Context: an optimization exercise on an open-source flow, tuned for small area, a short achievable clock period and few clock cycles per item. The choices shown serve that exercise and are no tape-out recipe.
Function was checked by simulation only, so behaviour that the tests miss may differ from the original.

== maple ==
## friet_ae_32_bits
module friet_ae_32_bits(clk, arstn, din, din_valid, din_ready, dout, dout_valid, dout_ready);
input clk;
input arstn;
input [31:0] din;
input din_valid;
output din_ready;
output [31:0] dout;
output dout_valid;
input dout_ready;
parameter ROUNDS = 1;
localparam [4:0] RC_START = 5'b01111;
localparam [4:0] RC_LAST = (ROUNDS == 1)  ? 5'b11001 :
                           (ROUNDS == 2)  ? 5'b01100 :
                           (ROUNDS == 3)  ? 5'b10110 : 5'b01011;
localparam [4:0] RC_PEN  = (ROUNDS == 1)  ? 5'b01100 :
                           (ROUNDS == 2)  ? 5'b01011 :
                           (ROUNDS == 3)  ? 5'b01010 : 5'b01110;
reg [31:0] din_q;
reg vld_q;
reg din_ready_q;
reg [2:0] room;
wire take = din_valid & din_ready_q;
reg cq_noop;        
reg cq_clear;       
reg [4:0] cq_op;    
reg sq_zero;        
reg sq_gt16;        
reg sq_rnz;         
reg [3:0] sq_lastpos;
reg [2:1] sq_pmask;
reg [2:0] sq_blkn;
wire [3:0] din_low_m1 = din[3:0] - 4'd1;
wire din_gt16 = (din[31:5] != 27'd0) | (din[4] & (din[3:0] != 4'd0));
wire [1:0] din_nm1 = din_gt16 ? 2'd3 : din_low_m1[3:2];
always @(posedge clk) begin
    din_q <= din;
    cq_noop <= ~((din[7:0] >= 8'h01) & (din[7:0] <= 8'h05));
    cq_clear <= (din[7:0] == 8'h00);
    cq_op <= {din[2:0] == 3'd5, din[2:0] == 3'd4, din[2:0] == 3'd3, din[2:0] == 3'd2, din[2:0] == 3'd1};
    sq_zero <= (din == 32'd0);
    sq_gt16 <= din_gt16;
    sq_rnz <= ~din_gt16 & (din[1:0] != 2'b00);
    sq_lastpos <= {din_nm1 == 2'd3, din_nm1 == 2'd2, din_nm1 == 2'd1, din_nm1 == 2'd0};
    sq_pmask[1] <= (din[1:0] != 2'b01);
    sq_pmask[2] <= (din[1:0] == 2'b11);
    sq_blkn <= {1'b0, din_nm1} + 3'd1;
end
wire [1:0] inc;
wire data_grant;
wire size_grant;
wire [2:0] data_amt;
wire [2:0] room_inc = room + {1'b0, inc};
  ...
make LEC_CHECK=0 ABC_AREA=1 CAP_MARGIN=20 CORE_MARGIN=2 CORE_UTILIZATION=55 PLACE_DENSITY=0.7 SETUP_SLACK_MARGIN=2.9 SLEW_MARGIN=20 finish   # period 5.0 ns
run.sh (not shown) runs the stock make flow with config.mk's settings and CLKGATE_MAP_FILE= SYNTH_SCRIPT=/design/flow/synth_recipe.tcl, a recipe that flattens the netlist after the stock synthesis.
maple has completed all stages; timing, DRC and antenna checks passed.
Testbench counts of maple, summed over its fixed seeds: cycles 192,210, bytes 106,199.
For indigo, these inputs were changed with respect to maple:
- changing SETUP_SLACK_MARGIN from 2.9 to 2.85
--- outcome ---
indigo: no failed stages, no open violations at the end
The fmax was comparable across maple and indigo.
indigo ends up with a core utilization that is 0.84 points lower than in maple.
Any difference in final period utilization between indigo and maple is small enough to ignore.
maple was larger in final cell area than indigo.
Here is what was changed in the inputs of raven compared with indigo.
- a change of CORE_UTILIZATION from 55 to 40
- a change of SETUP_SLACK_MARGIN from 2.85 to 2.9
- a deleted PLACE_DENSITY that had been 0.7
Results
raven ended with every stage complete and zero timing, DRC or antenna violations. The run with more setup slack is raven; indigo has less. indigo -> raven: number of top-level pins delta 0, exact match. The fmax in raven was higher than what indigo gave. The die of raven is larger than the one used in indigo. Looking at share of cells above drive strength 1, raven sits above indigo.
### raven -> yarrow
- an added PLACE_DENSITY of 0.65
- a change of CORE_UTILIZATION from 40 to 50
- a change of SETUP_SLACK_MARGIN from 2.9 to 2.8
==> comparison <==
Diff raven -> yarrow | design area | down by a few percent. Taking raven as the reference, in yarrow area of the die -20%; total number of nets in the final design -about 2%. Comparing raven and yarrow, maximum operating frequency is higher on raven.

* * *

Setup of run A:
Starting RTL as in the previous note.
clock: 5.0 ns
lec_check: 0
abc_area: 1
cap_margin: 20
core_margin: 2
core_utilization: 65
place_density: 0.8
setup_slack_margin: 2.9
slew_margin: 20
Run A reached the end of the flow, and the finished layout is clean on the timing, DRC and antenna checks.
Testbench counts of run A, summed over its fixed seeds: cycles 192,210, bytes 106,199.
What run B does differently from run A at the input level:
Settings: a change of SETUP_SLACK_MARGIN from 2.9 to 2.8; a change of PLACE_DENSITY from 0.8 to 0.7; a change of CORE_UTILIZATION from 65 to 55.
Results
Status: insertion delay to the later sink of the worst-skew pair parity (run B, run A). In the final design statistics, run B uses more standard cells in total than run A. Run A → run B: vias per cell lost 5.7%, shortest clock period the worst path allows after layout now smaller, post-route fraction of the period consumed by the critical path moved down. Run B vs run A: hold slack down in run B. Compare run B and run A | met1 track demand over resource in global routing higher: run A.
### run B -> run C
Settings: SETUP_SLACK_MARGIN changed from 2.8 to 2.7.
==> notes.md <==
Every run in the comparison, run C and run B, completed the flow with a clean layout. Changes observed in run C relative to run B: DRC violation total after the first TritonRoute iteration went down by about 9%, critical path depth grew by 6. Compared with run B, in run C non-clock buffer count decreased 12. NOTE design area run B->run C decreased slightly. Compared with run B, run C degrades final clock skew. Run C vs. run B: last weighted congestion value of the routability-driven placer went up; met2 layer wire length in the routed design did not really move; final standard cell count with taps included and fillers excluded did not really move. Summary of run C over run B: synthesized netlist cell count essentially unchanged, worst-path maximum fanout increased 17.

* * *

== red ==
friet_ae_32_bits again, from the RTL that the note above started with.
Settings: LEC_CHECK=0, CAP_MARGIN=20, CORE_MARGIN=2, CORE_UTILIZATION=40, SETUP_SLACK_MARGIN=2.9, SLEW_MARGIN=20; clock period 5.0 ns.
Per the final summary, red finished and its layout is clean on timing, DRC and antenna.
Testbench counts of red, summed over its fixed seeds: cycles 192,210, bytes 106,199.
Inputs modified between red and purple:
Settings: ABC_AREA now 1, previously not set; SETUP_SLACK_MARGIN now 3.1, was 2.9.
Instance count after placement with tap cells included (purple vs. red) increases by a few percent. Number of buffers and inverters on the critical path: purple vs red up 1. purple vs red: well tap count down by a few percent. Looking at worst slack on hold paths, purple sits 0.0041 ns higher than red does. Cmp red and purple / global-route usage / lower: red. purple: full flow OK, the timing, DRC and antenna checks passed.

[re-timing with driven ports]
How much do the figures lean on ideal ports? The routed layouts below were timed once more, with nothing changed but the port constraints. Step 1: set_driving_cell puts a clkbuf_16 on clk and a buf_2 on each other input, an assumption about the parent block. Step 2 adds t to the input delays and takes it off the output delays; t is the mean of the earliest and latest rising clock arrival at the registers after step 1. Input paths then give back, and output paths get back, about the clock's delay inside the block. a / b / c = ideal / step 1 / step 2; a / b = the first two.
run	t (ns)	setup slack, ns	worst hold slack (ns)	worst setup path after step 2
maple	0.700	2.724 / 2.658 / 2.323	0.404 / 0.404 / 0.404	input to register
indigo	0.701	2.731 / 2.660 / 2.272	0.403 / 0.403 / 0.403	input to register
raven	0.695	2.741 / 2.672 / 2.272	0.402 / 0.402 / 0.402	input to register
yarrow	0.704	2.729 / 2.660 / 2.241	0.402 / 0.402 / 0.402	input to register
run A	0.697	2.709 / 2.644 / 2.304	0.410 / 0.410 / 0.410	input to register
run B	0.685	2.745 / 2.677 / 2.219	0.403 / 0.403 / 0.403	input to register
run C	0.695	2.619 / 2.619 / 2.097	0.406 / 0.406 / 0.406	input to register
red	0.691	2.606 / 2.606 / 2.027	0.407 / 0.407 / 0.407	input to register
purple	0.718	2.713 / 2.643 / 2.307	0.411 / 0.411 / 0.411	input to register
After both steps setup and hold are still met in every run listed. The setup slack of red, which loses most, moves by 0.000 ns with the drivers and by -0.579 ns with both steps.
